Context: an optimization exercise on an open-source flow, tuned for small area, a short achievable clock period and few clock cycles per item. The choices shown serve that exercise and are no tape-out recipe.
At most, simulation tests tie the RTL to the original design; equivalence was not proved.

==> flow/design.v (excerpt) <==
module axis_matvec_mul #(
    parameter R=8, C=8, W_X=4, W_K=3,
    localparam W_Y = W_X + W_K + $clog2(C),
    localparam NQ = 17
)(
    input  logic clk, rstn,
    output logic s_axis_kx_tready,
    input  logic s_axis_kx_tvalid,
    input  logic [R*C*W_K + C*W_X -1:0] s_axis_kx_tdata,
    input  logic m_axis_y_tready,
    output logic m_axis_y_tvalid,
    output logic [R*W_Y-1:0] m_axis_y_tdata
);
For scale: roughly 2200 cells after synthesis, about 310 I/O pins, about 0.024 mm^2 of cells after synthesis.
Settings: LEC_CHECK=0, CAP_MARGIN=20, CORE_MARGIN=2, CORE_UTILIZATION=40, SETUP_SLACK_MARGIN=3.2, SLEW_MARGIN=20, SYNTH_HIERARCHICAL=1, SYNTH_MINIMUM_KEEP_SIZE=0; clock period 8.0 ns.
standard.sh (not shown) runs the stock make flow with config.mk's settings and CLKGATE_MAP_FILE= SYNTH_SCRIPT=/design/flow/synth_recipe.tcl, a recipe that flattens the netlist after the stock synthesis.
==> flow/flow/run.sh <==
#!/bin/bash
# The standard layout, with these changes:
# - each port's buffer is a sky130_fd_sc_hd__buf_1 (the standard flow picks a
#   larger delay buffer), except that after global placement the buffers of
#   the X ports (s_axis_kx_tdata[223:192], 24 loads each) become
#   $X_PORT_BUFFER (flow/post_gpl.tcl);
# - timing repair is limited to resizing and pin swaps;
# - after the standard synthesis, the largest buffers are kept out of the
#   resizer's reach, and clock tree synthesis uses sky130_fd_sc_hd__clkbuf_8.
# Each step's full output is in orfs/logs; make's own output is in synth.log
# and make.log.
set -euo pipefail
export BUFFER_PORTS_ARGS="-buffer_cell sky130_fd_sc_hd__buf_1"
export SETUP_MOVE_SEQUENCE="unbuffer,sizeup,swap"
export SKIP_GATE_CLONING=1
bash standard.sh synth > synth.log 2>&1
export DONT_USE_CELLS="sky130_fd_sc_hd__clkbuf_16 sky130_fd_sc_hd__buf_12 sky130_fd_sc_hd__buf_16 sky130_fd_sc_hd__bufinv_16"
export CTS_BUF_LIST="sky130_fd_sc_hd__clkbuf_8"
export POST_GLOBAL_PLACE_TCL="$PWD/flow/post_gpl.tcl"
export X_PORT_BUFFER="${X_PORT_BUFFER:-sky130_fd_sc_hd__buf_8}"
bash standard.sh finish > make.log 2>&1
==> flow/flow/post_gpl.tcl <==
set cell sky130_fd_sc_hd__buf_8
if { [info exists ::env(X_PORT_BUFFER)] } { set cell $::env(X_PORT_BUFFER) }
set block [ord::get_db_block]
set n 0
foreach bterm [$block getBTerms] {
  if { [regexp {^s_axis_kx_tdata\[(\d+)\]$} [$bterm getName] -> idx] && $idx >= 192 } {
    set net [$bterm getNet]
    foreach iterm [$net getITerms] {
      set inst [$iterm getInst]
      if { [string match "*buf*" [[$inst getMaster] getName]] } {
        replace_cell [$inst getName] $cell
        incr n
      }
    }
  }
}
puts "post_gpl: resized $n X port buffers to $cell"
==> next run, changes <==
==> flow/flow/run.sh (replaced) <==
#!/bin/bash
# The standard layout, with these changes:
# - each port's buffer is a sky130_fd_sc_hd__buf_1 (the standard flow picks a
#   larger delay buffer);
# - timing repair is limited to resizing and pin swaps;
# - after the standard synthesis, the largest buffers are kept out of the
#   resizer's reach, and clock tree synthesis uses sky130_fd_sc_hd__clkbuf_8.
# Each step's full output is in orfs/logs; make's own output is in synth.log
# and make.log.
set -euo pipefail
export BUFFER_PORTS_ARGS="-buffer_cell sky130_fd_sc_hd__buf_1"
export SETUP_MOVE_SEQUENCE="unbuffer,sizeup,swap"
export SKIP_GATE_CLONING=1
bash standard.sh synth > synth.log 2>&1
export DONT_USE_CELLS="sky130_fd_sc_hd__clkbuf_16 sky130_fd_sc_hd__buf_12 sky130_fd_sc_hd__buf_16 sky130_fd_sc_hd__bufinv_16"
export CTS_BUF_LIST="sky130_fd_sc_hd__clkbuf_8"
bash standard.sh finish > make.log 2>&1
removed: flow/flow/post_gpl.tcl
Result: Non-clock buffer count is unchanged. Via count goes down by 0.57%. Setup slack got worse by 35 ps. Cell count stays flat. Count of clock-buffer cells in the layout does not change. Synthesized area does not change. Sequential share of layout area goes up by 0.13 points. Global-route usage is about the same. Register-to-register slack barely changes. Cell area goes down by about 0.8%. Synthesized cell count is unchanged.
No functional check of the RTL was part of any run of this note.

* * *

== try-lagoon ==
Another version of the RTL of axis_matvec_mul (not shown whole).
For scale: roughly 1,900 cells after synthesis, about 81 flip-flops, ~310 I/O pins.
Design axis_matvec_mul, start of the top module:
module axis_matvec_mul #(
    parameter R=8, C=8, W_X=4, W_K=3,
    localparam W_Y = W_X + W_K + $clog2(C)
)(
    input  logic clk, rstn,
    output logic s_axis_kx_tready,
    input  logic s_axis_kx_tvalid,
    input  logic [R*C*W_K + C*W_X -1:0] s_axis_kx_tdata,
    input  logic m_axis_y_tready,
    output logic m_axis_y_tvalid,
    output logic [R*W_Y-1:0] m_axis_y_tdata
);
export LEC_CHECK = 0
export CAP_MARGIN = 20
export CORE_MARGIN = 2
export CORE_UTILIZATION = 40
export SETUP_SLACK_MARGIN = 2
export SLEW_MARGIN = 20
export SYNTH_HIERARCHICAL = 1
export SYNTH_MINIMUM_KEEP_SIZE = 0
create_clock -name core_clock -period 8.0 [get_ports {clk}]
==> flow/flow/run.sh <==
#!/bin/bash
# The standard layout, with each port's buffer a sky130_fd_sc_hd__buf_1
# (the standard flow picks a larger delay buffer), and timing repair limited
# to resizing and pin swaps.  Each step's full output is in orfs/logs;
# make's own output is in make.log.
set -euo pipefail
export BUFFER_PORTS_ARGS="-buffer_cell sky130_fd_sc_hd__buf_1"
export SETUP_MOVE_SEQUENCE="unbuffer,sizeup,swap"
export SKIP_GATE_CLONING=1
bash standard.sh finish > make.log 2>&1
Testbench counts of try-lagoon, summed over its fixed seeds: cycles 520, items 512.
Input changes introduced in try-indigo (baseline for comparison: try-lagoon):
Settings: setting PLACE_DENSITY to 0.8 for the first time; changing CORE_UTILIZATION from 40 to 70; changing SETUP_SLACK_MARGIN from 2 to 1.5.
==> flow/flow/run.sh <==
#!/bin/bash
# The standard layout, with each port's buffer a sky130_fd_sc_hd__buf_1
# (the standard flow picks a larger delay buffer).  Each step's full output
# is in orfs/logs; make's own output is in make.log.
set -euo pipefail
export BUFFER_PORTS_ARGS="-buffer_cell sky130_fd_sc_hd__buf_1"
bash standard.sh finish > make.log 2>&1
Notes after the runs:
Diff try-indigo..try-lagoon | total nets after synthesis | unchanged. From try-lagoon to try-indigo the numbers moved as follows: setup slack moved down, clock latency reported for the late side of the worst-skew pair decreased by 0.04 ns relative to the old numbers, final cell count now sits lower. Total routed wirelength (higher): try-lagoon. Summary: fmax, try-indigo worse than try-lagoon.

what the ideal ports hide:
The flow's constraints put no driver on any port. The routed layouts listed below were extracted and timed again, unchanged, in two steps. Step 1, drivers: a clkbuf_16 drives clk and a buf_2 each remaining input, both assumed. Step 2 moves the port delays by t, midway between the first and last clock arrival at a register: inputs arrive t later, outputs are due t later. That takes back most of the time a late clock gives input paths. Three values: ideal ports, drivers, drivers and shift; two values: the first two.
run	shift t [ns]	setup slack, ns	slew at the worst register clock pin (ns)
the first run of note 1	0.616	3.241 / 3.237 / 2.621	0.10 / 0.10
the second run of note 1	0.612	3.205 / 3.235 / 2.623	0.10 / 0.10
try-lagoon	0.463	2.037 / 2.067 / 1.605	0.09 / 0.09
try-indigo	0.427	1.596 / 1.618 / 1.190	0.08 / 0.08
After both steps setup and hold are still met in every run listed. The setup slack of the first run of note 1, which loses most, moves by -0.004 ns with the drivers and by -0.620 ns with both steps.
